This is an optimization exercise on Yosys and OpenROAD, whose aim is small area, not a production implementation.
In this exercise RTL edits were held to simulation tests only and were not proved equivalent to the original.
No run shown here takes its clock network from TritonCTS; it comes from the design's own scripts or RTL.
The clock port is modelled as an ideal driver, which makes a skipped or thinned clock tree look cheaper than it is; a real chip needs a root buffer or a tree.
Power and IR drop assume default switching activity.

**flow/design.v**
```verilog
module debounce(
	input clock,
	input reset,
	input pb,
	output s,    
	output l     
);
	reg v;           
	reg [2:0] k;     
	reg sd;          
	wire uni = &k;
	wire all1 = uni & v;
	wire all0 = uni & ~v;
	wire sem = all1 | (~all0 & sd);
	assign s = all1 & ~sd;
	assign l = all0 & sd;
	always @(posedge clock) begin
		if (reset) begin
			v <= 1'b0;
			k <= 3'd7;
			sd <= 1'b0;
		end else begin
			sd <= sem;
			if (pb == v) begin
				if (!uni) k <= k + 3'd1;
			end else begin
				v <= pb;
				k <= 3'd0;
			end
		end
	end
endmodule
module semnale_peclock #(parameter SC = 1)(
	input clock,
	input reset,
	input b,
	output lung,
	output scurt
);
	wire s, l;
	debounce d(.clock(clock), .reset(reset), .pb(b), .s(s), .l(l));
	reg m;
	reg [3:0] q;
	wire [3:0] st = {q[2:0], q[3] ^ q[2]};
	wire c15 = ~m & (q == 4'b1000);
	assign lung = m & q[1];
	assign scurt = SC ? (m & ~q[1] & ~q[0]) : 1'b0;
	wire idle = (q == 4'd0) | lung;
	wire kill = ~m & ~c15 & l;
	always @(posedge clock) begin
		if (reset) begin
			m <= 1'b0;
			q <= 4'd0;
		end else if (idle) begin
			m <= 1'b0;
			q <= {3'd0, s};
		end else if (kill) begin
			m <= SC ? 1'b1 : 1'b0;
			q <= 4'd0;
		end else begin
			m <= m | c15;
			q <= st;
		end
	end
endmodule
module control_top(
	input clock,
	input reset,
	input b1,
	input b2,
	input b3,
	output reg semnal_setare,
	output reg semnal_setare_a,
	output reg semnal_stop,
	output reg semnal_b1,
	output reg semnal_b2
);
	reg [2:0] st;
	wire s_ce = ~st[1] & st[0];
	wire s_al = st[1] & ~st[0];
	wire s_id = ~(s_ce | s_al);
	always @(*) begin
		semnal_setare = st[2] & ~st[1];
		semnal_setare_a = st[2] & st[1];
	end
	wire lung_1, lung_2, lung_3, scurt_1, scurt_2, scurt_3;
	semnale_peclock #(1) P1(.clock(clock), .reset(reset), .b(b1), .lung(lung_1), .scurt(scurt_1));
	semnale_peclock #(1) P2(.clock(clock), .reset(reset), .b(b2), .lung(lung_2), .scurt(scurt_2));
	semnale_peclock #(0) P3(.clock(clock), .reset(reset), .b(b3), .lung(lung_3), .scurt(scurt_3));
	always @(posedge clock) begin
		if (reset) begin
			semnal_stop <= 1'b0;
			semnal_b1 <= 1'b0;
			semnal_b2 <= 1'b0;
			st <= 3'b000;
		end else if (s_id) begin
			semnal_stop <= lung_3;
			semnal_b1 <= 1'b0;
			semnal_b2 <= 1'b0;
			st <= lung_1 ? 3'b001 : lung_2 ? 3'b010 : 3'b000;
		end else begin
			if (lung_3) begin
				semnal_stop <= 1'b1;
				st <= s_ce ? 3'b100 : 3'b111;
			end else begin
				st <= s_ce ? 3'b101 : 3'b110;
				if (lung_1 | scurt_1) begin
					semnal_b1 <= 1'b1;
				end else if (lung_2 | scurt_2) begin
					semnal_b2 <= 1'b1;
				end else begin
					semnal_b1 <= 1'b0;
					semnal_b2 <= 1'b0;
				end
			end
		end
	end
endmodule
module counter_timp(input [4:0] timp_ore1, input [5:0] timp_minute1, input [4:0] timp_ore2, input [5:0] timp_minute2,
	output reg [4:0] ore, output reg [5:0] minute, input load_1, input load_2, input clock, input reset);
	reg [5:0] counter;
	wire tick = counter == 6'd14;
	wire m59 = minute == 6'd59;
	wire h23 = ore[4] & ore[2] & ore[1] & ore[0];
	wire hold = load_1 | load_2;
	always @(posedge clock) begin
		if (reset) counter <= 6'd46;
		else if (!hold) counter <= {counter[4:0], counter[5] ^ counter[4] ^ tick};
		if (reset) begin minute <= 0; ore <= 0; end
		else if (load_1) begin ore <= timp_ore1; minute <= timp_minute1; end
		else if (load_2) begin ore <= timp_ore2; minute <= timp_minute2; end
		else if (tick) begin
			minute <= m59 ? 6'd0 : minute + 6'd1;
			if (m59) ore <= h23 ? 5'd0 : ore + 5'd1;
		end
	end
endmodule
module display_onedigit(
	input [3:0] x,
	output reg [6:0] z
);
	always @*
		case (x)
		4'h0: z = 7'b1111110;
		4'h1: z = 7'b0110000;
		4'h2: z = 7'b1101101;
		4'h3: z = 7'b1111001;
		4'h4: z = 7'b0110011;
		4'h5: z = 7'b1011011;
		4'h6: z = 7'b1011111;
		4'h7: z = 7'b1110000;
		4'h8: z = 7'b1111111;
		4'h9: z = 7'b1111011;
		4'hA: z = 7'b1110111;
		4'hB: z = 7'b0011111;
		4'hC: z = 7'b1001110;
		4'hD: z = 7'b0111101;
		4'hE: z = 7'b1001111;
		default: z = 7'b1000111;
		endcase
endmodule
module display(
	input [5:0] minute,
	input [4:0] ore,
	input [5:0] minute_setare,
	input [4:0] ore_setare,
	input semnal_setare,
	input semnal_setare_a,
	input clock,
	input reset,
	output reg [3:0] digit_select,
	output [6:0] digit_display
);
	reg [1:0] counter;
	reg [3:0] dv;
	wire [1:0] cn = counter + 2'd1;
	wire msel = semnal_setare | semnal_setare_a;
	wire [4:0] h = msel ? ore_setare : ore;
	wire [5:0] m = msel ? minute_setare : minute;
	wire ism = cn[1];
	wire [5:0] x = ism ? m : {1'b0, h};
	reg [2:0] t;
	always @(*) begin
		if (x < {5'd5, ism}) t = 3'd0;           
		else if (x < {5'd10, ism}) t = 3'd1;     
		else if (x < 6'd30 || !ism) t = 3'd2;
		else if (x < 6'd40) t = 3'd3;
		else if (x < 6'd50) t = 3'd4;
		else t = 3'd5;
	end
	wire [3:0] u = x[3:0] - {t, 1'b0} - {t[0], 3'b000} - {t[1], 4'b0000};   
	wire [3:0] val = cn[0] ? u : {1'b0, t};
	always @(posedge clock) begin
		if (reset) begin
			counter <= 2'd0;
			dv <= 4'd0;
		end else begin
			counter <= cn;
			dv <= val;
		end
	end
	always @(*)
		case (counter)
		2'd0: digit_select = 4'b0111;
		2'd1: digit_select = 4'b1011;
		2'd2: digit_select = 4'b1101;
		default: digit_select = 4'b1110;
		endcase
	display_onedigit D1(.x(dv), .z(digit_display));
endmodule
module setare(
	input clock,
	input reset,
	input semnal_setare,
	input semnal_setare_a,
	input semnal_b1,
	input semnal_b2,
	input semnal_stop,
	output reg [4:0] ore,
	output reg [5:0] minute,
	output reg load_alarma,
	output reg load_timp
);
	wire clr = ~semnal_stop & ~(semnal_setare | semnal_setare_a);
	wire i1 = ~semnal_stop & semnal_b1;
	wire i2 = ~semnal_stop & semnal_b2;
	wire w1 = ore[4] & ore[2] & ore[1] & ore[0];                       
	wire w2 = minute[5] & minute[4] & minute[3] & minute[1] & minute[0];  
	always @(posedge clock) begin
		load_timp <= ~reset & semnal_stop & semnal_setare;
		load_alarma <= ~reset & semnal_stop & semnal_setare_a;
		if (clr | (i1 & w1)) ore <= 5'd0;
		else if (i1) ore <= ore + 5'd1;
		if (clr | (i2 & w2)) minute <= 6'd0;
		else if (i2) minute <= minute + 6'd1;
	end
endmodule
module uart_top(
	input reset,
	input clock,
	input i_rx_serial,
	output reg [5:0] minute,
	output reg [4:0] ore,
	output load
);
	reg [7:0] u;
	reg f;             
	reg [2:0] count;   
	wire rx = i_rx_serial;
	wire dv = u[7] & u[5] & u[0];                
	wire idle = (u[7:3] == 5'd0) | dv;           
	wire samp = (u[3:0] == 4'hF) & (u[7:4] != 4'h0) & (u[7:4] != 4'h9);
	wire first = u[7:4] == 4'h1;
	assign load = count[2] & count[1];
	always @(posedge clock) begin
		if (reset) begin
			u <= 8'h00;
			count <= 3'd0;
		end else begin
			if (idle) u <= rx ? 8'h00 : 8'h08;
			else if (u == 8'h0F && rx) u <= 8'h00;
			else u <= u + 8'd1;
			if (count[2]) count <= count[1] ? 3'd0 : count + 3'd1;
			else if (dv) begin
				case (count[1:0])
				2'd0: count <= {2'b00, f};
				2'd3: count <= {f, 2'b00};
				default: count <= count + 3'd1;
				endcase
			end
		end
	end
	always @(posedge clock) begin
		if (samp) f <= (first | f) & rx;
		if (samp && count == 3'd1 && u[7:4] <= 4'h5) ore <= {rx, ore[4:1]};
		if (samp && count == 3'd2 && u[7:4] <= 4'h6) minute <= {rx, minute[5:1]};
	end
endmodule
module alarma_top(
	input clock,
	input reset,
	input [5:0] minute_counter,
	input [4:0] ore_counter,
	input load,
	input [5:0] minute_setare,
	input [4:0] ore_setare,
	input stop,
	output reg led,
	output reg led2
);
	reg [5:0] minute_alarma, minute_alarma_i;
	reg [4:0] ore_alarma, ore_alarma_i;
	reg semnal, semnal_i;
	always @(*) begin
		minute_alarma = minute_alarma_i;
		ore_alarma = ore_alarma_i;
		semnal = semnal_i;
		if (minute_alarma_i == minute_counter && ore_alarma_i == ore_counter)
			semnal = 1'b1;
		else if (semnal_i && minute_alarma_i != minute_counter) begin
			semnal = 1'b0;
			if (minute_alarma_i >= 6'd50) begin
				ore_alarma = (ore_alarma_i == 5'd23) ? 5'd0 : ore_alarma_i + 5'd1;
				minute_alarma = minute_alarma_i - 6'd50;
			end else
				minute_alarma = minute_alarma_i + 6'd10;
		end
	end
	always @(posedge clock) begin
		if (reset) begin
			minute_alarma_i <= 6'b111111;
			ore_alarma_i <= 5'b11111;
			semnal_i <= 1'b0;
			led <= 1'b0;
			led2 <= 1'b0;
		end else if (stop) begin
			minute_alarma_i <= 6'b111111;
			ore_alarma_i <= 5'b11111;
			semnal_i <= 1'b0;
			led <= 1'b0;
		end else begin
			led2 <= semnal;
			semnal_i <= semnal;
			if (load) begin
				led <= 1'b1;
				minute_alarma_i <= minute_setare;
				ore_alarma_i <= ore_setare;
			end else begin
				minute_alarma_i <= minute_alarma;
				ore_alarma_i <= ore_alarma;
			end
		end
	end
endmodule
`timescale 1ns / 1ps
module ceas_top(
	input clock,
	input reset,
	input i_rx_serial,
	input b1,
	input b2,
	input b3,
	output [3:0] digit_select,
	output [6:0] digit_display,
	output led,
	output led2
);
	wire semnal_setare, semnal_setare_a, semnal_stop, semnal_b1, semnal_b2;
	wire load_alarma, load_timp_manual, load_timp_uart;
	wire [4:0] ore_setare_out, ore_counter_out, ore_uart_out;
	wire [5:0] minute_setare_out, minute_counter_out, minute_uart_out;
	control_top C(.clock(clock), .reset(reset), .b1(b1), .b2(b2), .b3(b3),
		.semnal_setare(semnal_setare), .semnal_setare_a(semnal_setare_a),
		.semnal_stop(semnal_stop), .semnal_b1(semnal_b1), .semnal_b2(semnal_b2));
	counter_timp CT(.timp_ore1(ore_setare_out), .timp_minute1(minute_setare_out),
		.timp_ore2(ore_uart_out), .timp_minute2(minute_uart_out),
		.ore(ore_counter_out), .minute(minute_counter_out),
		.load_1(load_timp_manual), .load_2(load_timp_uart), .clock(clock), .reset(reset));
	display D(.minute(minute_counter_out), .ore(ore_counter_out),
		.minute_setare(minute_setare_out), .ore_setare(ore_setare_out),
		.semnal_setare(semnal_setare), .semnal_setare_a(semnal_setare_a),
		.clock(clock), .reset(reset), .digit_select(digit_select), .digit_display(digit_display));
	setare S(.clock(clock), .reset(reset), .semnal_setare(semnal_setare),
		.semnal_setare_a(semnal_setare_a), .semnal_b1(semnal_b1), .semnal_b2(semnal_b2),
		.semnal_stop(semnal_stop), .ore(ore_setare_out), .minute(minute_setare_out),
		.load_alarma(load_alarma), .load_timp(load_timp_manual));
	uart_top U(.reset(reset), .clock(clock), .i_rx_serial(i_rx_serial),
		.minute(minute_uart_out), .ore(ore_uart_out), .load(load_timp_uart));
	alarma_top A(.clock(clock), .reset(reset), .minute_counter(minute_counter_out),
		.ore_counter(ore_counter_out), .load(load_alarma), .minute_setare(minute_setare_out),
		.ore_setare(ore_setare_out), .stop(semnal_stop), .led(led), .led2(led2));
endmodule
```
**flow/flow/run.sh**
```bash
#!/bin/bash
# Standard layout, except that:
#  - the standard synthesis's combinational logic is re-mapped by ABC for
#    area (several ABC scripts, the smallest result is kept); the
#    flip-flops are kept as they are (same instances, names and cell types);
#  - the ports get buf_1 buffers;
#  - global placement is not timing driven (the 10 ns clock is easy to meet);
#  - the clock tree is built by flow/cts_manual.tcl (a few leaf buffers over
#    k-means groups of flip-flops) in place of TritonCTS.
# Each tool's output goes to its own log file here.
set -euo pipefail
R=orfs/results/sky130hd/ceas_top/base
LIB=$FLOW_HOME/platforms/sky130hd/lib/sky130_fd_sc_hd__tt_025C_1v80.lib
ARGS=("BUFFER_PORTS_ARGS=-buffer_cell sky130_fd_sc_hd__buf_1" GPL_TIMING_DRIVEN=0)
bash standard.sh synth > synth.log 2>&1
cp $R/1_2_yosys.v std_synth.v
remap() {
  mkdir -p remap_$1
  cp std_synth.v remap_$1/in.v
  cp flow/$1.abc remap_$1/area.abc
  sed "s#lib.lib#$LIB#g" flow/remap.ys > remap_$1/remap.ys
  (cd remap_$1 && yosys -s remap.ys > ../remap_$1.log 2>&1) || true
}
remap s0 & remap d0 & remap d1 & remap d2 &
wait
remap d3 & remap d4 & remap d5 & remap d6 &
wait
python3 flow/pick.py $LIB std_synth.v remap_*/out.v > pick.log 2>&1
cp "$(tail -n 1 pick.log)" $R/1_2_yosys.v
rm -f $R/1_synth.odb $R/1_synth.sdc
bash standard.sh place "${ARGS[@]}" > place.log 2>&1
source flow/cts_params.sh
export MCTS_NLEAF MCTS_LEAF MCTS_ROOT
bash standard.sh run RUN_SCRIPT=$PWD/flow/cts_manual.tcl RUN_LOG_NAME_STEM=4_1_cts_manual > cts.log 2>&1
bash standard.sh finish "${ARGS[@]}" > finish.log 2>&1
```
**flow/flow/cts_manual.tcl**
```tcl
set NLEAF $::env(MCTS_NLEAF)
set LEAF $::env(MCTS_LEAF)
set ROOT $::env(MCTS_ROOT)
source $::env(SCRIPTS_DIR)/load.tcl
erase_non_stage_variables cts
load_design 3_place.odb 3_place.sdc

set db [ord::get_db]
set block [ord::get_db_block]
set clknet [$block findNet clock]
$clknet setSigType CLOCK
set pts {}
foreach it [$clknet getITerms] {
  set inst [$it getInst]
  set bb [$inst getBBox]
  set x [expr {([$bb xMin] + [$bb xMax]) / 2.0}]
  set y [expr {([$bb yMin] + [$bb yMax]) / 2.0}]
  lappend pts [list $it $x $y]
}
set n [llength $pts]
puts "manual cts: $n sinks, $NLEAF leaves of $LEAF, root '$ROOT'"

# k-means, seeded by sorting on x then y
set sorted [lsort -real -index 1 $pts]
set cx {}; set cy {}
for {set k 0} {$k < $NLEAF} {incr k} {
  set p [lindex $sorted [expr {int(($k + 0.5) * $n / $NLEAF)}]]
  lappend cx [lindex $p 1]; lappend cy [lindex $p 2]
}
for {set iter 0} {$iter < 50} {incr iter} {
  set sx [lrepeat $NLEAF 0.0]; set sy [lrepeat $NLEAF 0.0]; set sn [lrepeat $NLEAF 0]
  set assign {}
  foreach p $pts {
    set best 0; set bd 1e30
    for {set k 0} {$k < $NLEAF} {incr k} {
      set dx [expr {[lindex $p 1] - [lindex $cx $k]}]
      set dy [expr {[lindex $p 2] - [lindex $cy $k]}]
      set d [expr {abs($dx) + abs($dy)}]
      if {$d < $bd} { set bd $d; set best $k }
    }
    lappend assign $best
    lset sx $best [expr {[lindex $sx $best] + [lindex $p 1]}]
    lset sy $best [expr {[lindex $sy $best] + [lindex $p 2]}]
    lset sn $best [expr {[lindex $sn $best] + 1}]
  }
  for {set k 0} {$k < $NLEAF} {incr k} {
    if {[lindex $sn $k] > 0} {
      lset cx $k [expr {[lindex $sx $k] / [lindex $sn $k]}]
      lset cy $k [expr {[lindex $sy $k] / [lindex $sn $k]}]
    }
  }
}
puts "manual cts: group sizes $sn"

set leafm [$db findMaster $LEAF]
if {$ROOT ne ""} {
  set rootm [$db findMaster $ROOT]
  set rbuf [odb::dbInst_create $block $rootm clkbuf_root]
  set rnet [odb::dbNet_create $block clknet_root]
  $rnet setSigType CLOCK
  [$rbuf findITerm A] connect $clknet
  [$rbuf findITerm X] connect $rnet
  set sx 0.0; set sy 0.0
  foreach x $cx y $cy { set sx [expr {$sx + $x}]; set sy [expr {$sy + $y}] }
  $rbuf setLocation [expr {int($sx / $NLEAF)}] [expr {int($sy / $NLEAF)}]
  $rbuf setPlacementStatus PLACED
  set src $rnet
} else {
  set src $clknet
}
for {set k 0} {$k < $NLEAF} {incr k} {
  set buf [odb::dbInst_create $block $leafm clkbuf_leaf_$k]
  set net [odb::dbNet_create $block clknet_leaf_$k]
  $net setSigType CLOCK
  [$buf findITerm A] connect $src
  [$buf findITerm X] connect $net
  $buf setLocation [expr {int([lindex $cx $k])}] [expr {int([lindex $cy $k])}]
  $buf setPlacementStatus PLACED
  set i 0
  foreach p $pts a $assign {
    if {$a == $k} {
      set it [lindex $p 0]
      $it disconnect
      $it connect $net
    }
  }
}

set_propagated_clock [all_clocks]
estimate_parasitics -placement
set_placement_padding -global \
  -left $::env(CELL_PAD_IN_SITES_DETAIL_PLACEMENT) \
  -right $::env(CELL_PAD_IN_SITES_DETAIL_PLACEMENT)
detailed_placement
check_placement -verbose
estimate_parasitics -placement
report_clock_skew
report_check_types -max_slew -max_capacitance -violators
report_worst_slack -max
report_worst_slack -min
orfs_write_db $::env(RESULTS_DIR)/4_1_cts.odb
orfs_write_sdc $::env(RESULTS_DIR)/4_cts.sdc
```
**flow/flow/cts_params.sh**
```bash
MCTS_NLEAF=4
MCTS_LEAF=sky130_fd_sc_hd__clkbuf_16
MCTS_ROOT=
```
**flow/flow/d0.abc**
```
strash
&get -n
&deepsyn -T 20 -S 0
&put
dch -f
amap
mfs2 -a
strash
&get -n
&deepsyn -T 20 -S 0
&put
dch -f
amap
mfs2 -a
strash
dch -f
amap
topo
```
**flow/flow/d1.abc**
```
strash
&get -n
&deepsyn -T 20 -S 1
&put
dch -f
amap
mfs2 -a
strash
&get -n
&deepsyn -T 20 -S 1
&put
dch -f
amap
mfs2 -a
strash
dch -f
amap
topo
```
**flow/flow/d2.abc**
```
strash
&get -n
&deepsyn -T 20 -S 2
&put
dch -f
amap
mfs2 -a
strash
&get -n
&deepsyn -T 20 -S 2
&put
dch -f
amap
mfs2 -a
strash
dch -f
amap
topo
```
**flow/flow/d3.abc**
```
strash
&get -n
&deepsyn -T 20 -S 3
&put
dch -f
amap
mfs2 -a
strash
&get -n
&deepsyn -T 20 -S 3
&put
dch -f
amap
mfs2 -a
strash
dch -f
amap
topo
```
**flow/flow/d4.abc**
```
strash
&get -n
&deepsyn -T 20 -S 4
&put
dch -f
amap
mfs2 -a
strash
&get -n
&deepsyn -T 20 -S 4
&put
dch -f
amap
mfs2 -a
strash
dch -f
amap
topo
```
**flow/flow/d5.abc**
```
strash
&get -n
&deepsyn -T 20 -S 5
&put
dch -f
amap
mfs2 -a
strash
&get -n
&deepsyn -T 20 -S 5
&put
dch -f
amap
mfs2 -a
strash
dch -f
amap
topo
```
**flow/flow/d6.abc**
```
strash
&get -n
&deepsyn -T 20 -S 6
&put
dch -f
amap
mfs2 -a
strash
&get -n
&deepsyn -T 20 -S 6
&put
dch -f
amap
mfs2 -a
strash
dch -f
amap
topo
```
**flow/flow/pick.py**
```python
# pick.py LIB netlist... : prints each netlist's cell area, then the smallest's path
import re, sys
areas = {}
cur = None
for line in open(sys.argv[1]):
    m = re.match(r'\s*cell\s*\(\s*"?(\w+)"?\s*\)', line)
    if m:
        cur = m.group(1)
        continue
    m = re.match(r'\s*area\s*:\s*([\d.]+)', line)
    if m and cur and cur not in areas:
        areas[cur] = float(m.group(1))
best = None
for path in sys.argv[2:]:
    try:
        v = open(path).read()
    except OSError:
        print(path, 'missing')
        continue
    cells = re.findall(r'^\s+(sky130_fd_sc_hd__\w+)\s', v, re.M)
    if not cells:
        print(path, 'empty')
        continue
    a = sum(areas.get(c, 1e9) for c in cells)
    print(path, round(a, 2))
    if best is None or a < best[0]:
        best = (a, path)
print(best[1])
```
**flow/flow/remap.ys**
```
# Re-map the combinational logic of the standard synthesis for area.
# Flip-flops are kept as they are (same instances, names and cell types).
read_liberty -ignore_miss_func -ignore_miss_data_latch lib.lib
read_verilog in.v
hierarchy -top ceas_top
setattr -mod -set keep_hierarchy 1 sky130_fd_sc_hd__dfxtp_1 sky130_fd_sc_hd__edfxtp_1
flatten
delete t:$scopeinfo
opt_clean
abc -script area.abc -liberty lib.lib -dont_use *lpflow* -dont_use *probe*
opt_clean
setundef -zero
hilomap -singleton -hicell sky130_fd_sc_hd__conb_1 HI -locell sky130_fd_sc_hd__conb_1 LO
blackbox sky130_fd_sc_hd__dfxtp_1 sky130_fd_sc_hd__edfxtp_1
opt_clean -purge
write_verilog -noattr -nohex -nodec out.v
```
**flow/flow/s0.abc**
```
strash
dc2
strash
dch -f
amap
mfs2 -a
strash
dch -f
amap
mfs2 -a
strash
dch -f
amap
topo
```
**flow/standard.sh**
```bash
#!/bin/bash
# synth_recipe.tcl (not shown) runs the flow's synth.tcl, then flattens the netlist and writes it again
# the make line also repeats each setting of config.mk as NAME=value (left out here)
make -C /OpenROAD-flow-scripts/flow DESIGN_CONFIG=/design/flow/config.mk WORK_HOME=/design/flow/orfs CLKGATE_MAP_FILE= SYNTH_SCRIPT=/design/flow/synth_recipe.tcl "${@:-finish}"
```
**flow/config.mk**
```make
export PLATFORM = sky130hd
export DESIGN_NAME = ceas_top
export DESIGN_NICKNAME = ceas_top
export VERILOG_FILES = /design/flow/design.v
export SDC_FILE = /design/flow/constraint.sdc
export NUM_CORES = 4
export LEC_CHECK = 0
export CAP_MARGIN = 20
export CORE_MARGIN = 2
export CORE_UTILIZATION = 40
export SLEW_MARGIN = 20
```
**flow/constraint.sdc**
```tcl
create_clock -name core_clock -period 10.0 [get_ports {clock}]
set_input_delay 2.0000 -clock core_clock [delete_from_list [all_inputs] [get_ports {clock}]]
set_output_delay 2.0000 -clock core_clock [all_outputs]
set_load 0.01 [all_outputs]
```
==> impl_results.md, run 1 <==
* Status: timing/DRC/antenna clean
* Reg2Reg Depth at 13
* CP bufs+invs at 3
* Slew HR at between 40 and 50%
* Clock Latency Late Sink at 170 ps
* Vias in the first global route at ~3800
* Area growth syn-to-layout at 7.873%
* Required @ worst endpoint at 10070 ps
* DRC Markers at 0
* Global-route wire length before repair at about 17 mm
* Peak VDD IR at 0.1159 mV
* Starting DRC count in detailed routing at between 150 and 200
* Layout Skew at 33.20 ps
* Syn_nets at 581
* Final net count at 605
* Post-synthesis instance total at approximately 580
* Core Rows at 39
* Die X at ~110 um
* Fin cells at between 700 and 800
* Slew @ Worst Pin at around 820 ps
* Crit. End Element: flop
* GP Congestion at ~0.86
* Mapped cell area at 4641 sq um
* Avg WL per Cell at ~13 um
* Via-per-instance ratio at between 5 and 6
* F_max at 233.7 MHz
* Max FO, Critical Path at 25
* Power density over the cells at roughly 150 nW/um^2
* Vias at 3918
* FF-to-FF setup slack at about 6600 ps
* Antenna diodes at 0
* CORE AREA at between 10000 and 15000 sq um
* Post-Route Setup TNS at 0 ps
* CP cell instances: buf_2 -> clkinv_1 -> nand2_1 -> nor2_1 -> clkinv_1 -> nor2_1 -> a22oi_1 -> o21ai_0
* Fin. Hold Viols at 0
* Max Slew Vio Count at 0
* Share of layout cells above drive strength 1 at ~1.3%
* Antenna violations before repair at 0
* R2r endpoint: D.dv[2]
* Kind of critical path: in2reg
* Placed Cells incl. Taps at 736
* CTS clk-pin slew, worst paths at approximately 110 ps
* Die height at 111.7 um
* Reg-to-reg critical path startpoint: C.st[2]
* Largest net degree at the start of global routing at 35
* Total grt overflow at 0
* Final antenna-violating net count at 0
* CP startpoint: reset
* Gr usage total at 15.43%
* Detailed Route WL at between 9 and 10 mm
* Max incr delay on CP at approximately 650 ps
* Fin crit share at 42.78%
* Crit start category: input pin
* Finished Core Util at between 40% and 50%
* Post-DP HPWL at between 7 and 8 mm
* Max-cap viol count at 0
* Tmin final at 4278 ps
* Die area at ~12000 sq um
* Synth warn at 10
* DRT Pass-1 Iters at 4
* Worst hold endpoint: S.load_timp
* Overall Power at between 0.7 and 0.8 mW
* Hold Startpoint: C.st[1]
* Endpoints failing setup at 0
* RSZ-0062 raised after global routing: false
* Io pins at 19
* Syn avg cell area at between 8 and 9 sq um
* Hold Path Depth at 1
* Hold crit path type: reg2reg
* Placed inst area at roughly 4900 sq um
* Initial Util at 40.82%
* Critical-path top delay cell: nor2_1
* Lkg Pwr at approximately 1.7 nW
* Crit path DAT at between 4000 and 5000 ps
* Port-buffer cells at 18
* Cell family with most CP delay: simple AND/OR/NAND/NOR gates
* Design area at 5006 sq um
per-layer routing:
| metal | global-route usage, % | part of all wire (%) |
|---|---|---|
| met1 | 21.46 | 48 |
| met5 | 0 | 0 |
| met2 | 26.91 | 47 |
| met3 | 1.089 | 3.6 |
| met4 | 2.469 | 1.7 |
worst max path at each step:
stage / cells past startpoint / to
global placement: 6 / CT.minute[4]
global route: 8 / CT.ore[2]
detailed placement: 7 / CT.counter[1]
finish: 8 / CT.ore[2]
floorplan: 7 / digit_display[5]
state kept, by name, summed over array words and instances, names as in the netlist, 5 cells and up, named ones only:
signal,count
CT.minute,6
U.u,8
U.ore,5
CT.counter,6
CT.ore,5
A.ore_alarma_i,5
S.ore,5
A.minute_alarma_i,6
S.minute,6
U.minute,6
cells in the final DEF (no fill, tap or decap), types with 4 or more instances in the layout:
cell	count
a211oi_1	11
a21oi_1	30
a22oi_1	6
a31oi_1	5
buf_1	17
clkbuf_16	4
clkinv_1	86
dfxtp_1	97
edfxtp_1	12
nand2_1	54
nand3_1	11
nor2_1	99
nor2b_1	10
nor3_1	20
o211ai_1	4
o21a_1	6
o21ai_0	39
o221ai_1	7
o22a_1	10
o22ai_1	22
o32a_1	4
o32ai_1	5
or2_0	6
where the power goes:
group / total [mW] / leakage (nW) / internal (mW) / switching [mW]
logic: 0.0812 / 0.742 / 0.0302 / 0.0510
clock network: 0.179 / 0.0493 / 0.0738 / 0.105
registers: 0.473 / 0.899 / 0.458 / 0.0141
stage by stage:
step,hold slack (ps),setup WS [ps]
2_1_floorplan,413.2,6557
3_3_place_gp,433.9,4847
3_5_place_dp,434.5,5557
5_1_grt,473.0,5510
6_report,453.9,5722
layout make-up:
class,count,area (sq um)
sequential,109,2302
inverter,86,322.8
multi-input combinational,380,2033
tap,143,178.9
buffer,4,100.1
timing repair buffer,18,68.82
fill,1119,6364
==> inputs of run 2 (changes only) <==
--- a/flow/flow/run.sh
+++ b/flow/flow/run.sh
@@ -25,11 +25,15 @@
 wait
 remap d3 & remap d4 & remap d5 & remap d6 &
 wait
+remap d7 & remap d8 & remap d9 & remap d10 &
+wait
+remap e0 & remap e1 & remap e2 & remap e3 &
+wait
 python3 flow/pick.py $LIB std_synth.v remap_*/out.v > pick.log 2>&1
 cp "$(tail -n 1 pick.log)" $R/1_2_yosys.v
 rm -f $R/1_synth.odb $R/1_synth.sdc
 bash standard.sh place "${ARGS[@]}" > place.log 2>&1
 source flow/cts_params.sh
-export MCTS_NLEAF MCTS_LEAF MCTS_ROOT
+export MCTS_NLEAF MCTS_LEAF MCTS_ROOT MCTS_SLACK
 bash standard.sh run RUN_SCRIPT=$PWD/flow/cts_manual.tcl RUN_LOG_NAME_STEM=4_1_cts_manual > cts.log 2>&1
 bash standard.sh finish "${ARGS[@]}" > finish.log 2>&1
--- a/flow/flow/cts_manual.tcl
+++ b/flow/flow/cts_manual.tcl
@@ -1,6 +1,7 @@
 set NLEAF $::env(MCTS_NLEAF)
 set LEAF $::env(MCTS_LEAF)
 set ROOT $::env(MCTS_ROOT)
+set SLACK $::env(MCTS_SLACK)
 source $::env(SCRIPTS_DIR)/load.tcl
 erase_non_stage_variables cts
 load_design 3_place.odb 3_place.sdc
@@ -49,6 +50,36 @@
       lset cy $k [expr {[lindex $sy $k] / [lindex $sn $k]}]
     }
   }
+}
+# balance the groups: assign points to centres in order of distance, each
+# centre taking at most CAP points
+set CAP [expr {int(ceil(double($n) / $NLEAF)) + $SLACK}]
+set pairs {}
+set i 0
+foreach p $pts {
+  for {set k 0} {$k < $NLEAF} {incr k} {
+    set d [expr {abs([lindex $p 1] - [lindex $cx $k]) + abs([lindex $p 2] - [lindex $cy $k])}]
+    lappend pairs [list $d $i $k]
+  }
+  incr i
+}
+set assign [lrepeat $n -1]
+set sn [lrepeat $NLEAF 0]
+foreach pr [lsort -real -index 0 $pairs] {
+  lassign $pr d i k
+  if {[lindex $assign $i] >= 0 || [lindex $sn $k] >= $CAP} { continue }
+  lset assign $i $k
+  lset sn $k [expr {[lindex $sn $k] + 1}]
+}
+# recentre each group
+set sx [lrepeat $NLEAF 0.0]; set sy [lrepeat $NLEAF 0.0]
+foreach p $pts a $assign {
+  lset sx $a [expr {[lindex $sx $a] + [lindex $p 1]}]
+  lset sy $a [expr {[lindex $sy $a] + [lindex $p 2]}]
+}
+for {set k 0} {$k < $NLEAF} {incr k} {
+  lset cx $k [expr {[lindex $sx $k] / [lindex $sn $k]}]
+  lset cy $k [expr {[lindex $sy $k] / [lindex $sn $k]}]
 }
 puts "manual cts: group sizes $sn"
 
==> flow/flow/cts_params.sh (replaced) <==
MCTS_NLEAF=6
MCTS_LEAF=sky130_fd_sc_hd__clkbuf_8
MCTS_ROOT=sky130_fd_sc_hd__clkbuf_4
MCTS_SLACK=0
==> flow/flow/d10.abc (new file) <==
strash
&get -n
&deepsyn -T 20 -S 10
&put
dch -f
amap
mfs2 -a
strash
&get -n
&deepsyn -T 20 -S 10
&put
dch -f
amap
mfs2 -a
strash
dch -f
amap
topo
==> flow/flow/d7.abc (new file) <==
strash
&get -n
&deepsyn -T 20 -S 7
&put
dch -f
amap
mfs2 -a
strash
&get -n
&deepsyn -T 20 -S 7
&put
dch -f
amap
mfs2 -a
strash
dch -f
amap
topo
==> flow/flow/d8.abc (new file) <==
strash
&get -n
&deepsyn -T 20 -S 8
&put
dch -f
amap
mfs2 -a
strash
&get -n
&deepsyn -T 20 -S 8
&put
dch -f
amap
mfs2 -a
strash
dch -f
amap
topo
==> flow/flow/d9.abc (new file) <==
strash
&get -n
&deepsyn -T 20 -S 9
&put
dch -f
amap
mfs2 -a
strash
&get -n
&deepsyn -T 20 -S 9
&put
dch -f
amap
mfs2 -a
strash
dch -f
amap
topo
==> flow/flow/e0.abc (new file) <==
strash
&get -n
&deepsyn -T 40 -S 0
&put
dch -f
amap
mfs2 -a
strash
dch -f
amap
topo
==> flow/flow/e1.abc (new file) <==
strash
&get -n
&deepsyn -T 40 -S 1
&put
dch -f
amap
mfs2 -a
strash
dch -f
amap
topo
==> flow/flow/e2.abc (new file) <==
strash
&get -n
&deepsyn -T 40 -S 2
&put
dch -f
amap
mfs2 -a
strash
dch -f
amap
topo
==> flow/flow/e3.abc (new file) <==
strash
&get -n
&deepsyn -T 40 -S 3
&put
dch -f
amap
mfs2 -a
strash
dch -f
amap
topo
==> run 2 against run 1 <==
Still clean on timing, DRC and antenna. Via count grew 1.9%. Sequential cell count is the same. Clock skew shrank 8.6 ps. Maximum frequency shrank 1.9%. Combinational power shrank 27%. Critical endpoint is now digit_display[1]. Highest routed layer is now met5.
==> impl_results.md, run 2 <==
* Status: timing/DRC/antenna clean
* Antenna diodes at 0
* Port-buffer cells at 18
* Most frequent cells in the layout: nor2_1, dfxtp_1, clkinv_1
* Tmin final at ~4400 ps
* Slew HR at a little over two fifths
* Kind of critical path: reg2out
* Peak VDD IR at 0.08637 mV
* Mapped cell area at approximately 4600 sq um
* GP Congestion at between 0.9 and 1
* Post-route setup slack at 5639 ps
* Max Slew Vio Count at 0
* Io pins at 19
* Fin crit share at between 40% and 50%
* Hold crit path type: reg2reg
* Max-cap viol count at 0
* Hold Path Depth at 2
* Antenna violations before repair at 1
* Syn_nets at about 580
* Placed inst area at a little under 5000 sq um
* Die height at 111.4 um
* Via-per-instance ratio at ~5.4
* Post-synthesis instance total at ~570
* Endpoints failing setup at 0
* CTS clk-pin slew, worst paths at 120 ps
* Crit path DAT at between 2000 and 2500 ps
* Clock Latency Late Sink at 450 ps
* Share of layout cells above drive strength 1 at 1.684%
* Avg WL per Cell at 13.46 um
* Most common cell after layout, fill and taps aside: nor2_1
* DP Worst Slack at about 5600 ps
* Area growth syn-to-layout at 7.565%
* Syn avg cell area at between 8 and 9 sq um
* Vias in the first global route at 3712
* Lkg Pwr at between 1.5 and 2 nW
* Crit. End Element: output port
* Total grt overflow at 0
* GR peak layer: met2
* Fin cells at between 700 and 800
* Finished Core Util at 43.84%
* Max FO, Critical Path at 5
* Final antenna-violating net count at 0
* Layout Skew at around 25 ps
* F_max at between 200 and 250 MHz
* Die area at around 12000 sq um
* Slew @ Worst Pin at 860.6 ps
* Starting DRC count in detailed routing at approximately 150
* Core Rows at 39
* Detailed Route WL at about 9.9 mm
* Vias at between 3000 and 4000
* Gr usage total at 15.64%
* Die X at approximately 110 um
* Post-DP HPWL at 7.381 mm
* Initial Util at ~41%
* Global Route met3 Usage at 1.688%
* Required @ worst endpoint at roughly 8000 ps
* Final net count at between 600 and 700
* Power density over the cells at between 100 and 150 nW/um^2
* Synth warn at 10
* Largest net degree at the start of global routing at 27
* Post-Route Setup TNS at 0 ps
* Global-route wire length before repair at between 15 and 20 mm
* DRC Markers at 0
* Met2 usage in global routing at about 28%
* Fillers at 1141
* Max FFs per register at 8
* CORE AREA at 11320 sq um
* Reg2Reg Depth at 19
* RSZ-0062 raised after global routing: false
* Largest Register: U.u
* Fin. Hold Viols at 0
* Design area at 4964 sq um
* Met1 usage at roughly 21%
* Placed Cells incl. Taps at 730
* DRT Pass-1 Iters at 4
* Crit start category: flop
==> run 2: cell types whose count changed in the layout (fill, tap and decap cells not counted), sizes merged, moves of 3 or more <==
cell | previous run | this run
a221oi | 1 | 5
nor2b | 10 | 6
nor4 | 3 | 0
o32ai | 5 | 2
nand3 | 11 | 8
nand2 | 54 | 50
a211oi | 11 | 14
nor2 | 99 | 102
o221ai | 7 | 4
clkbuf | 4 | 7
==> run 2: per-stage QoR <==
step	power [mW]	hold slack, ps
2_1_floorplan	0.5157	413.2
3_3_place_gp	0.5302	425.0
3_5_place_dp	0.5323	430.0
5_1_grt	0.7491	464.5
6_report	0.7143	438.2
==> run 2: where the power goes <==
part           internal (mW)  switching [mW]  leakage [nW]
sequential             0.454         0.00909         0.898
clock                 0.0591           0.133        0.0477
combinational         0.0210          0.0385         0.710
total                  0.534           0.180          1.66
==> run 2: layer usage <==
metal	wire [um]	part of all wire, %
met1	4723	48
met2	4544	46
met3	364	3.7
met4	272	2.7
met5	13	0.13
==> run 2: final cells by class <==
| type | count | area, sq um | share of cell area, % |
|---|---|---|---|
| flip-flops and latches | 109 | 2302 | 46.38 |
| multi-input cells | 373 | 1997 | 40.23 |
| inverters | 87 | 326.6 | 6.579 |
| well taps | 143 | 178.9 | 3.605 |
| plain buffers | 7 | 90.09 | 1.815 |
| repair buffers | 18 | 68.82 | 1.386 |
==> run 2: final timing paths <==
path	to	slack, ps	start
min	C.P1.q[1]	440	C.P1.q[0]
max	digit_display[1]	5640	D.dv[0]
max reg2reg	A.ore_alarma_i[3]	6360	CT.minute[2]
min reg2reg	C.P1.q[1]	440	C.P1.q[0]
==> run 2: worst max-delay path, stage by stage, from the launching register on <==
cell and delay, ps:
dfxtp_1 430, clkinv_1 100, nor2_1 150, clkinv_1 100, nor2_1 150, clkinv_1 130
a31o_1 250, a31oi_1 220, clkinv_1 90, a21oi_1 140, buf_1 160
==> inputs of run 3 (changes only) <==
==> flow/flow/cts_params.sh (replaced) <==
MCTS_NLEAF=4
MCTS_LEAF=sky130_fd_sc_hd__clkbuf_16
MCTS_ROOT=
MCTS_SLACK=1
==> run 3 against run 2 <==
Total power grew 3.2%. Critical endpoint is now CT.ore[4]. Critical path type is now in2reg. Still clean. Sequential share of layout area down 0.39 points. Highest routed layer is now met4. Core utilization is 0.19 points higher. Worst hold slack gained 18 ps.
==> impl_results.md, run 3 <==
* Avg WL per Cell at between 10 and 15 um
* Mapped cell area at about 4600 sq um
* Lkg Pwr at between 1.5 and 2 nW
* Max incr delay on CP at ~640 ps
* CP bufs+invs at 3
* Starting DRC count in detailed routing at 188
* Die height at around 110 um
* RSZ-0062 raised after global routing: false
* Layout Skew at between 6 and 7 ps
* Post-DP HPWL at between 7 and 8 mm
* Final net count at 605
* Fillers at ~1100
* Overall Power at about 0.74 mW
* Power density over the cells at 147.2 nW/um^2
* Vias at slightly below 4000
* Antenna violations before repair at 0
* Initial Util at between 40% and 50%
* Clock power share at 24.9%
* Slew @ Worst Pin at 824.2 ps
* Endpoints failing setup at 0
* Core Rows at 39
* Via-per-instance ratio at about 5.3
* Total grt overflow at 0
* Sequential Power Share at between 60% and 70%
* Hold crit path type: reg2reg
* Switch share at approximately a quarter
* Max FFs per register at 8
* Area growth syn-to-layout at 7.873%
* Final antenna-violating net count at 0
* Placed Cells incl. Taps at approximately 740
* Post-Route Setup TNS at 0 ps
* CTS clk-pin slew, worst paths at around 100 ps
* Global-route wire length before repair at ~17 mm
* Most frequent cells in the layout: nor2_1, dfxtp_1, clkinv_1
* Crit path DAT at between 4000 and 5000 ps
* Required @ worst endpoint at between 10000 and 15000 ps
* Peak VDD IR at 0.1227 mV
* Die X at approximately 110 um
* Max FO, Critical Path at 25
* Fin cells at 740
* Cell family with most CP delay: simple AND/OR/NAND/NOR gates
* Max-cap viol count at 0
* CORE AREA at 11370 sq um
* Kind of critical path: in2reg
* Crit. End Element: flop
* P_sw at about 0.17 mW
* Clock Latency Late Sink at 160 ps
* F_max at approximately 240 MHz
* Die area at 12480 sq um
* Syn_nets at about 580
* DRT Pass-1 Iters at 5
* Largest net degree at the start of global routing at 30
* Fin crit share at a little over two fifths
* Post-synthesis instance total at 575
* Detailed Route WL at approximately 9.9 mm
* Crit start category: input pin
* Port-buffer cells at 18
* Slew HR at approximately 45%
* Comb power frac at between 10 and 15%
* Largest Register: U.u
* Io pins at 19
* Synth warn at 10
* Most common cell after layout, fill and taps aside: nor2_1
* FF-to-FF setup slack at 6630 ps
* Fin. Hold Viols at 0
* Status: timing/DRC/antenna clean
* Gr usage total at 15.56%
* Share of layout cells above drive strength 1 at ~1.3%
* Antenna diodes at 0
* Tmin final at between 4000 and 5000 ps
* Critical-path top delay cell: nor2_1
* Syn avg cell area at between 8 and 9 sq um
* Int Power at 0.5627 mW
* Vias in the first global route at approximately 3800
* CP cell instances: buf_2 -> clkinv_1 -> nand2_1 -> nor2_1 -> clkinv_1 -> nor2_1 -> a222oi_1 -> o21ai_0
* DRC Markers at 0
* Max Slew Vio Count at 0
* GP Congestion at between 0.8 and 0.9
==> run 3: cell types whose count changed in the layout (fill, tap and decap cells not counted), moves of 3 or more <==
cell / previous run / this run
clkbuf_8: 6 / 0
a221oi_1: 5 / 1
clkbuf_16: 0 / 4
nand2_1: 50 / 54
nor2b_1: 6 / 10
a2111oi_0: 3 / 0
a211oi_1: 14 / 11
nand3_1: 8 / 11
nor2_1: 102 / 99
nor4_1: 0 / 3
o221ai_1: 4 / 7
o32ai_1: 2 / 5
==> run 3: final cells by class <==
| cell class | count | area, sq um | area share (%) |
|---|---|---|---|
| timing repair buffer | 18 | 68.82 | 1.375 |
| sequential | 109 | 2302 | 45.99 |
| multi-input combinational | 380 | 2033 | 40.61 |
| tap | 143 | 178.9 | 3.574 |
| inverter | 86 | 322.8 | 6.448 |
| buffer | 4 | 100.1 | 2.000 |
==> run 3: worst reg2reg max path, delay by kind of cell (launching register included) <==
| family | cells | cell delay [ps] |
|---|---|---|
| and+or+nand+nor | 4 | 660 |
| DFF | 1 | 690 |
| AOI/OAI and AO/OA | 6 | 1190 |
| buffers and inverters | 3 | 740 |
==> run 3: stage by stage <==
stage	setup slack (ps)	area, sq um	hold slack, ps	util (%)
2_1_floorplan	6557	4641	413.2	-
3_3_place_gp	4847	4887	433.9	42.98
3_5_place_dp	5557	4901	434.5	43.11
5_1_grt	5517	5006	473.0	44.03
6_report	5747	5006	456.5	44.03
==> run 3: routing by layer <==
metal | GRT usage, % | vias up | part of all wire (%)
met5 | 0 | - | 0
met4 | 2.387 | 0 | 1.5
met3 | 1.089 | 12 | 3.7
li1 | - | 2061 | -
met1 | 21.77 | 1808 | 48
met2 | 27.03 | 60 | 47
==> run 3: final timing paths <==
check | from | end | cells after the start
setup / recovery | reset | CT.ore[4] | 8
hold / removal | C.semnal_b2 | C.semnal_b2 | 2
setup reg to reg | C.st[2] | D.dv[2] | 13
hold reg to reg | C.semnal_b2 | C.semnal_b2 | 2
==> run 3: power by group through the flow <==
| stage | Clock, mW | Combinational [mW] | Sequential [mW] |
|---|---|---|---|
| 2_1_floorplan | 0 | 0.0614 | 0.479 |
| 3_3_place_gp | 0 | 0.0780 | 0.482 |
| 3_5_place_dp | 0 | 0.0804 | 0.483 |
| 5_1_grt | 0.207 | 0.0936 | 0.475 |
| 6_report | 0.183 | 0.0813 | 0.473 |
==> inputs of run 4 (changes only) <==
--- a/flow/design.v
+++ b/flow/design.v
@@ -5,28 +5,23 @@
 	output s,    
 	output l     
 );
-	reg v;           
-	reg [2:0] k;     
-	reg sd;          
-	wire uni = &k;
-	wire all1 = uni & v;
-	wire all0 = uni & ~v;
-	wire sem = all1 | (~all0 & sd);
-	assign s = all1 & ~sd;
-	assign l = all0 & sd;
+	reg v;
+	reg [2:0] q;
+	reg sd;
+	wire uni = q == 3'd0;
+	wire chg = pb ^ v;
+	wire fb = (q[2] & ~q[1] & q[0]) | (~q[2] & q[1]);   
+	assign s = uni & v & ~sd;
+	assign l = uni & ~v & sd;
 	always @(posedge clock) begin
 		if (reset) begin
 			v <= 1'b0;
-			k <= 3'd7;
+			q <= 3'd0;
 			sd <= 1'b0;
 		end else begin
-			sd <= sem;
-			if (pb == v) begin
-				if (!uni) k <= k + 3'd1;
-			end else begin
-				v <= pb;
-				k <= 3'd0;
-			end
+			v <= pb;
+			q <= chg ? 3'b001 : {q[1:0], fb};
+			sd <= uni ? v : sd;
 		end
 	end
 endmodule
@@ -243,23 +238,32 @@
 	output reg [4:0] ore,
 	output load
 );
-	reg [7:0] u;
+	reg [3:0] hi, lo;
 	reg f;             
 	reg [2:0] count;   
 	wire rx = i_rx_serial;
-	wire dv = u[7] & u[5] & u[0];                
-	wire idle = (u[7:3] == 5'd0) | dv;           
-	wire samp = (u[3:0] == 4'hF) & (u[7:4] != 4'h0) & (u[7:4] != 4'h9);
-	wire first = u[7:4] == 4'h1;
+	wire [3:0] lon = {lo[2:0], lo[3] ^ lo[2] ^ (lo[2:0] == 3'd0)};
+	wire te = lo == 4'd8;                                
+	wire dv = hi[3] & hi[1] & lo[0];                     
+	wire idle = ((hi == 4'd0) & (lo == 4'd0)) | dv;
+	wire samp = te & (hi != 4'd0) & (hi != 4'd9);
+	wire first = hi == 4'd1;
 	assign load = count[2] & count[1];
 	always @(posedge clock) begin
 		if (reset) begin
-			u <= 8'h00;
+			hi <= 4'd0;
+			lo <= 4'd0;
 			count <= 3'd0;
 		end else begin
-			if (idle) u <= rx ? 8'h00 : 8'h08;
-			else if (u == 8'h0F && rx) u <= 8'h00;
-			else u <= u + 8'd1;
+			if (idle) begin
+				hi <= 4'd0;
+				lo <= rx ? 4'd0 : 4'd10;
+			end else if (te && hi == 4'd0 && rx) begin
+				lo <= 4'd0;
+			end else begin
+				lo <= lon;
+				if (te) hi <= hi + 4'd1;
+			end
 			if (count[2]) count <= count[1] ? 3'd0 : count + 3'd1;
 			else if (dv) begin
 				case (count[1:0])
@@ -272,8 +276,8 @@
 	end
 	always @(posedge clock) begin
 		if (samp) f <= (first | f) & rx;
-		if (samp && count == 3'd1 && u[7:4] <= 4'h5) ore <= {rx, ore[4:1]};
-		if (samp && count == 3'd2 && u[7:4] <= 4'h6) minute <= {rx, minute[5:1]};
+		if (samp && count == 3'd1 && hi <= 4'd5) ore <= {rx, ore[4:1]};
+		if (samp && count == 3'd2 && hi <= 4'd6) minute <= {rx, minute[5:1]};
 	end
 endmodule
 module alarma_top(
==> run 4 against run 3 <==
Still clean. Via count grew 2.5%. Clock skew up 4.7 ps. Final cell count decreased by 0.54%. Sequential cell count unchanged. Global-route usage is 0.13 points higher. First-iteration DRC count is 32% higher. Worst hold slack got worse by 7.7 ps. Sequential share of layout area increased by 0.20 points. Final area fell by 0.42%. Critical endpoint is now CT.ore[1]. Largest cell class unchanged.
==> impl_results.md, run 4 <==
* Share of layout cells above drive strength 1 at between 1.5 and 2%
* Fillers at 1166
* Cell seen most often among critical-path stages: clkinv_1
* Reg2Reg Depth at 13
* Mapped cell area at around 4600 sq um
* Antenna violations before repair at 0
* Most frequent cells in the layout: nor2_1, dfxtp_1, clkinv_1
* Max FO, Critical Path at 31
* Port-buffer cells at 18
* Die area at approximately 12000 sq um
* Overall Power at 0.7445 mW
* Power density over the cells at around 150 nW/um^2
* Gr usage total at between 10% and 20%
* Endpoints failing setup at 0
* Critical-path top delay cell: nor3_1
* RSZ-0062 raised after global routing: false
* F_max at ~240 MHz
* Final antenna-violating net count at 0
* Peak VDD IR at slightly below 0.1 mV
* Comb power frac at about an eighth
* Sequential Power Share at a little over three fifths
* Clock power share at 25.3%
* Vias in the first global route at 3772
* Synth warn at 10
* Via-per-instance ratio at between 5 and 6
* Layout Skew at 11.00 ps
* Post-DP HPWL at 7.451 mm
* Hold Path Depth at 2
* Syn_nets at 576
* Switch share at roughly 24%
* Clock Latency Late Sink at 170 ps
* Status: timing/DRC/antenna clean
* Hold crit path type: reg2reg
* Fin crit share at 41.82%
* Post-synthesis instance total at 570
* FF-to-FF setup slack at roughly 6400 ps
* Max-cap viol count at 0
* Post-route setup slack at 5818 ps
* Final net count at 601
* Avg WL per Cell at between 10 and 15 um
* Total grt overflow at 0
* DRT Pass-1 Iters at 4
* Crit start category: input pin
* Slew @ Worst Pin at ~960 ps
* CTS clk-pin slew, worst paths at 110 ps
* Starting DRC count in detailed routing at 248
* CP bufs+invs at 3
* Global-route wire length before repair at roughly 17 mm
* Syn avg cell area at just over 8 sq um
* GP Congestion at a little under 0.9
* Slew HR at 35.61%
* Required @ worst endpoint at 10120 ps
* Worst path depth at 7
* Max incr delay on CP at roughly 860 ps
* Die X at around 110 um
* Fin. Hold Viols at 0
* P_sw at 0.1810 mW
* Io pins at 19
* Detailed Route WL at approximately 9.9 mm
* CP cell instances: buf_2 -> nor3_1 -> clkinv_1 -> nor2_1 -> clkinv_1 -> a21oi_1 -> a221o_1
* Crit path DAT at 4310 ps
* Int Power at between 0.5 and 0.6 mW
* Vias at between 4000 and 5000
* Crit. End Element: flop
* Area growth syn-to-layout at 8.055%
* Die height at 111.4 um
* CORE AREA at 11320 sq um
* Lkg Pwr at 1.638 nW
* Initial Util at 40.75%
* Post-Route Setup TNS at 0 ps
* Cell family with most CP delay: simple AND/OR/NAND/NOR gates
* DRC Markers at 0
* Tmin final at 4182 ps
* Largest net degree at the start of global routing at 32
* Core Rows at 39
* Most common cell after layout, fill and taps aside: nor2_1
* Antenna diodes at 0
* DP Worst Slack at 5621 ps
* Max Slew Vio Count at 0
* Kind of critical path: in2reg
[run 4: power groups by stage]
stage          Combinational (mW)  Sequential, mW  Clock (mW)
5_1_grt                     0.101           0.471       0.208
2_1_floorplan              0.0671           0.476           0
6_report                   0.0877           0.469       0.188
3_5_place_dp               0.0870           0.479           0
3_3_place_gp               0.0852           0.478           0
[run 4: stage by stage]
stage                     hold slack, ps  std cells  utilization, %  cell area (sq um)
after floorplan                    417.0        570               -               4613
after global placement             426.1        731           42.93               4860
after detailed placement           435.7        732           43.09               4878
after global routing               466.9        736           44.03               4985
final                              448.8        736           44.03               4985
[run 4: worst register-to-register path, stage by stage (launching register included)]
cell	delay (ps)
dfxtp_1	620
clkinv_1	410
a21oi_1	330
a21oi_1	180
o311ai_0	410
o21ai_0	310
clkinv_1	140
nor2_1	40
o21ai_0	260
a21boi_0	300
or2_0	220
nor2_1	70
a21oi_1	120
o32ai_1	90
[run 4: area by class of cell]
| type | instances | area (sq um) | area share [%] |
|---|---|---|---|
| Buffer | 4 | 100.1 | 2.008 |
| Timing Repair Buffer | 19 | 73.82 | 1.481 |
| Multi-Input combinational cell | 369 | 1984 | 39.81 |
| Inverter | 92 | 345.3 | 6.928 |
| Sequential cell | 109 | 2302 | 46.18 |
| Tap cell | 143 | 178.9 | 3.589 |
[run 4: path summary, 6_finish.rpt]
| kind | start | endpoint |
|---|---|---|
| setup / recovery | reset | CT.ore[1] |
| hold / removal | C.P3.d.q[0] | C.P3.d.q[1] |
| setup reg to reg | C.st[2] | D.dv[2] |
| hold reg to reg | C.P3.d.q[0] | C.P3.d.q[1] |
[run 4: metal layers]
layer,wire length (um),global-route usage [%]
met1,4655,20.82
met2,4644,27.85
met3,464,1.688
met4,163,3.292
met5,0,0
==> inputs of run 5 (changes only) <==
--- a/flow/config.mk
+++ b/flow/config.mk
@@ -5,7 +5,7 @@
 export SDC_FILE = /design/flow/constraint.sdc
 export NUM_CORES = 4
 export LEC_CHECK = 0
-export CAP_MARGIN = 20
+export CAP_MARGIN = 0
 export CORE_MARGIN = 2
 export CORE_UTILIZATION = 40
-export SLEW_MARGIN = 20
+export SLEW_MARGIN = 0
==> run 5 against run 4 <==
Synthesized cell count did not move. Clock power barely moved. Total power fell by 0.25%. Sequential share of layout area barely moved. Critical path depth did not move. Register-to-register slack got worse by 30 ps. Sequential power barely moved. Sequential cell count did not move. Final cell count rose by 0.14%. Worst hold slack got worse by 7.1 ps. First-iteration DRC count fell by 4.0%. Critical path type unchanged. Critical endpoint unchanged. Largest power group unchanged.
==> impl_results.md, run 5 <==
* Status: timing/DRC/antenna clean
* Avg WL per Cell at ~13 um
* Max Slew Vio Count at 0
* Die height at ~110 um
* Initial Util at ~41%
* Most frequent cells in the layout: nor2_1, dfxtp_1, clkinv_1
* Port-buffer cells at 18
* FF+latch area at about 2300 sq um
* Power density over the cells at ~150 nW/um^2
* Gr usage total at 15.63%
* Kind of critical path: in2reg
* Detailed Route WL at just under 10 mm
* CORE AREA at between 10000 and 15000 sq um
* Peak VDD IR at 0.08749 mV
* Hold Slack at ~440 ps
* Post-route setup slack at 5817 ps
* Layout Skew at 12.34 ps
* Die X at ~110 um
* DRC Markers at 0
* Most common cell after layout, fill and taps aside: nor2_1
* Endpoints failing setup at 0
* Crit start category: input pin
* RSZ-0062 raised after global routing: false
* Fin crit share at about two fifths
* Die area at about 12000 sq um
* Post-DP HPWL at roughly 7.5 mm
* Via-per-instance ratio at ~5.4
* Vias in the first global route at 3711
* Global-route wire length before repair at 16.95 mm
* DP Worst Slack at approximately 5600 ps
* Slew @ Worst Pin at approximately 1100 ps
* Crit. End Element: flop
* Design area at 4980 sq um
* Placed Cells incl. Taps at roughly 730
* Clock Latency Late Sink at 170 ps
* Core Rows at 39
* CTS clk-pin slew, worst paths at 110 ps
* Largest net degree at the start of global routing at 32
* Crit path DAT at 4300 ps
* Fillers at 1163
* Area growth syn-to-layout at 7.947%
* Lkg Pwr at roughly 1.6 nW
* Syn avg cell area at between 8 and 9 sq um
* Mapped cell area at approximately 4600 sq um
* Multi-input gate area at a little under 2000 sq um
* Final antenna-violating net count at 0
* Post-synthesis instance total at 570
* Io pins at 19
* Overall Power at around 0.74 mW
* Final net count at 602
* Syn_nets at between 500 and 600
* Antenna diodes at 0
* Starting DRC count in detailed routing at ~240
* DRT Pass-1 Iters at 4
* Hold crit path type: reg2reg
* Slew HR at between 20% and 30%
* Total grt overflow at 0
* Placed inst area at approximately 5000 sq um
* Synth warn at 10
* GP Congestion at ~0.89
* Antenna violations before repair at 0
* Max FO, Critical Path at 31
* Finished Core Util at between 40% and 50%
* Required @ worst endpoint at slightly above 10000 ps
* Fin. Hold Viols at 0
* Max-cap viol count at 0
* Tmin final at around 4200 ps
* F_max at approximately 240 MHz
* Post-Route Setup TNS at 0 ps
* Vias at about 4000
* Fin cells at 737
* Share of layout cells above drive strength 1 at 1.178%
run 5: path summary, 6_finish.rpt:
| path | from | to | slack (ps) | cells after the start |
|---|---|---|---|---|
| worst min-delay path | C.P3.q[0] | C.P3.q[1] | 440 | 2 |
| worst max register to register | C.st[2] | D.dv[2] | 6350 | 14 |
| worst min register to register | C.P3.q[0] | C.P3.q[1] | 440 | 2 |
| worst max-delay path | reset | CT.ore[1] | 5820 | 7 |
run 5: critical path: stages:
cell	delay, ps
buf_2	300
nor3_1	880
clkinv_1	510
nor2_1	260
clkinv_1	100
a21oi_1	120
a221o_1	120
run 5: where the power goes:
group | switching [mW] | internal, mW
combinational | 0.0552 | 0.0325
clock | 0.112 | 0.0742
sequential | 0.0119 | 0.457
run 5: routing by layer:
metal	track usage, %	share of wire, %
met1	21.43	47
met2	27.24	46
met3	1.742	5.1
met4	2.551	1.6
met5	0	0
run 5: cell type report:
type                            count  area share, %
Sequential cell                   109          46.23
Multi-Input combinational cell    369          39.62
Inverter                           92          6.935
Tap cell                          143          3.593
Buffer                              4          2.010
Timing Repair Buffer               20          1.608
==> inputs of run 6 (changes only) <==
--- a/flow/flow/run.sh
+++ b/flow/flow/run.sh
@@ -29,6 +29,10 @@
 wait
 remap e0 & remap e1 & remap e2 & remap e3 &
 wait
+remap d11 & remap d12 & remap d13 & remap d14 &
+wait
+remap e4 & remap e5 & remap e6 & remap e7 &
+wait
 python3 flow/pick.py $LIB std_synth.v remap_*/out.v > pick.log 2>&1
 cp "$(tail -n 1 pick.log)" $R/1_2_yosys.v
 rm -f $R/1_synth.odb $R/1_synth.sdc
==> flow/flow/d11.abc (new file) <==
strash
&get -n
&deepsyn -T 20 -S 11
&put
dch -f
amap
mfs2 -a
strash
&get -n
&deepsyn -T 20 -S 11
&put
dch -f
amap
mfs2 -a
strash
dch -f
amap
topo
==> flow/flow/d12.abc (new file) <==
strash
&get -n
&deepsyn -T 20 -S 12
&put
dch -f
amap
mfs2 -a
strash
&get -n
&deepsyn -T 20 -S 12
&put
dch -f
amap
mfs2 -a
strash
dch -f
amap
topo
==> flow/flow/d13.abc (new file) <==
strash
&get -n
&deepsyn -T 20 -S 13
&put
dch -f
amap
mfs2 -a
strash
&get -n
&deepsyn -T 20 -S 13
&put
dch -f
amap
mfs2 -a
strash
dch -f
amap
topo
==> flow/flow/d14.abc (new file) <==
strash
&get -n
&deepsyn -T 20 -S 14
&put
dch -f
amap
mfs2 -a
strash
&get -n
&deepsyn -T 20 -S 14
&put
dch -f
amap
mfs2 -a
strash
dch -f
amap
topo
==> flow/flow/e4.abc (new file) <==
strash
&get -n
&deepsyn -T 40 -S 4
&put
dch -f
amap
mfs2 -a
strash
dch -f
amap
topo
==> flow/flow/e5.abc (new file) <==
strash
&get -n
&deepsyn -T 40 -S 5
&put
dch -f
amap
mfs2 -a
strash
dch -f
amap
topo
==> flow/flow/e6.abc (new file) <==
strash
&get -n
&deepsyn -T 40 -S 6
&put
dch -f
amap
mfs2 -a
strash
dch -f
amap
topo
==> flow/flow/e7.abc (new file) <==
strash
&get -n
&deepsyn -T 40 -S 7
&put
dch -f
amap
mfs2 -a
strash
dch -f
amap
topo
==> run 6 against run 5 <==
Die area up 0.29%. Wire length shrank 3.3%. Sequential share of layout area shrank 0.070 points. Core utilization down 0.12 points. Total power fell by 0.69%. Final cell count up 0.81%. Highest routed layer unchanged.
==> impl_results.md, run 6 <==
* Setup crit end: CT.ore[2]
* Required @ worst endpoint at 10060 ps
* DRT Pass-1 Iters at 4
* Max Slew Vio Count at 0
* Post-Route Setup TNS at 0 ps
* Fin crit share at ~49%
* Starting DRC count in detailed routing at roughly 160
* Kind of critical path: in2reg
* Post-synthesis instance total at between 500 and 600
* Antenna diodes at 0
* RSZ-0062 raised after global routing: false
* Detailed Route WL at about 9.5 mm
* Initial Util at 40.70%
* FF+latch area at roughly 2300 sq um
* Finished Core Util at 43.86%
* Crit. End Element: flop
* Clock power share at between 20% and 30%
* Lkg Pwr at about 1.7 nW
* Most frequent cells in the layout: nor2_1, dfxtp_1, clkinv_1
* Hold crit path type: reg2reg
* R2r endpoint: D.dv[2]
* Fin. Hold Viols at 0
* Slew @ Worst Pin at 1294 ps
* Fillers at ~1200
* Area growth syn-to-layout at 7.788%
* Antenna violations before repair at 0
* Largest net degree at the start of global routing at 30
* Vias in the first global route at 3678
* Avg WL per Cell at 12.83 um
* Syn_nets at about 580
* Die area at 12440 sq um
* Max FO, Critical Path at 27
* Mapped cell area at about 4600 sq um
* Syn avg cell area at 8.019 sq um
* Sequential Power Share at ~64%
* F_max at approximately 200 MHz
* Power density over the cells at approximately 150 nW/um^2
* Clock Latency Late Sink at between 150 and 200 ps
* Gr usage total at 15.07%
* Switch share at about a quarter
* P_sw at ~0.17 mW
* Multi-input gate area at around 2000 sq um
* Final net count at ~610
* DRC Markers at 0
* Vias at approximately 3900
* Port-buffer cells at 18
* Reg-to-reg critical path startpoint: D.counter[0]
* Die X at approximately 110 um
* Int Power at about 0.56 mW
* Reg2Reg Depth at 15
* Final antenna-violating net count at 0
* Io pins at 19
* Layout Skew at 18.80 ps
* Overall Power at about 0.74 mW
* Global-route wire length before repair at between 15 and 20 mm
* Via-per-instance ratio at about 5.3
* Status: timing/DRC/antenna clean
* Endpoints failing setup at 0
* CORE AREA at ~11000 sq um
* FF-to-FF setup slack at about 6200 ps
* Post-DP HPWL at 7.365 mm
* Crit start category: input pin
* Share of layout cells above drive strength 1 at 1.000%
* Max-cap viol count at 0
* Core Rows at 39
* Synth warn at 10
* GP Congestion at between 0.8 and 0.9
* CTS clk-pin slew, worst paths at 100 ps
* Slew HR at approximately 14%
* Crit path DAT at about 5000 ps
* Comb power frac at 12.0%
* Die height at 111.6 um
* CP startpoint: reset
* Most common cell after layout, fill and taps aside: nor2_1
* Peak VDD IR at about 0.10 mV
* Tmin final at roughly 5000 ps
* Total grt overflow at 0
## run 6: final cells by class
| type | count | area share, % |
|---|---|---|
| Timing Repair Buffer | 19 | 1.505 |
| Multi-Input combinational cell | 382 | 40.27 |
| Buffer | 4 | 2.007 |
| Sequential cell | 109 | 46.16 |
| Tap cell | 143 | 3.588 |
| Inverter | 86 | 6.473 |
## run 6: power groups by stage
stage	logic, mW	clock network (mW)	registers (mW)
2_1_floorplan	0.0684	0	0.478
3_3_place_gp	0.0861	0	0.480
3_5_place_dp	0.0883	0	0.480
5_1_grt	0.101	0.202	0.473
6_report	0.0882	0.179	0.470
## run 6: worst min path at each step
| stage | start | end | slack, ps | cells past startpoint |
|---|---|---|---|---|
| floorplan | C.st[1] | S.load_timp | 420 | 1 |
| global placement | C.semnal_b2 | C.semnal_b2 | 440 | 2 |
| detailed placement | C.semnal_b2 | C.semnal_b2 | 440 | 2 |
| global route | C.semnal_b2 | C.semnal_b2 | 460 | 2 |
| finish | C.semnal_b2 | C.semnal_b2 | 450 | 2 |
## run 6: stage by stage
step	std cells	setup WS (ps)	hold WS [ps]	area [sq um]
5_1_grt	743	4578	457.4	4987
3_5_place_dp	739	4843	439.8	4887
2_1_floorplan	577	6301	417.4	4627
3_3_place_gp	738	4877	436.5	4873
6_report	743	5077	448.8	4987
## run 6: worst max-delay path, cell delays in order
cell	delay [ps]
buf_1	930
clkinv_1	750
o21ai_0	350
nor2_1	220
clkinv_1	190
nor2_1	100
a222oi_1	340
clkinv_1	100
## run 6: routing by layer
metal	up-vias	GRT usage, %	wire length, um
li1	2077	-	-
met1	1811	20.91	4763
met2	40	26.67	4366
met3	11	0.9254	247
met4	0	2.140	159
met5	-	0	0

==> re-timing with driven ports <==
The results above use ideal ports. As a check the final layouts listed here were re-extracted and re-timed, cells and wires unchanged.
Step 1 sets driving cells, clkbuf_16 on the clock port and buf_2 on the other inputs (assumed; they add their load-dependent delay and slew).
Step 2 moves the port delays by t, midway between the first and last clock arrival at a register: inputs arrive t later, outputs are due t later. That takes back most of the time a late clock gives input paths.
a / b / c = ideal / step 1 / step 2; a / b = the first two.
run	shift t [ns]	setup WS [ns]	hold slack, ns	latest minus earliest clock arrival (ns)	pins driven straight from the clock port
run 1	0.241	5.722 / 5.789 / 5.547	0.454 / 0.454 / 0.454	0.034 / 0.035	4
run 2	0.468	5.639 / 5.608 / 5.717	0.438 / 0.438 / 0.438	0.025 / 0.025	1
run 3	0.242	5.747 / 5.811 / 5.569	0.457 / 0.457 / 0.457	0.007 / 0.007	4
run 4	0.244	5.818 / 5.881 / 5.636	0.449 / 0.449 / 0.449	0.011 / 0.011	4
run 5	0.242	5.817 / 5.878 / 5.636	0.442 / 0.442 / 0.442	0.012 / 0.012	4
run 6	0.238	5.077 / 5.128 / 4.889	0.449 / 0.449 / 0.449	0.019 / 0.019	4
After both steps every run listed still meets setup and hold. The setup slack of run 6, which loses most, moves by +0.051 ns with the drivers and by -0.188 ns with both steps.
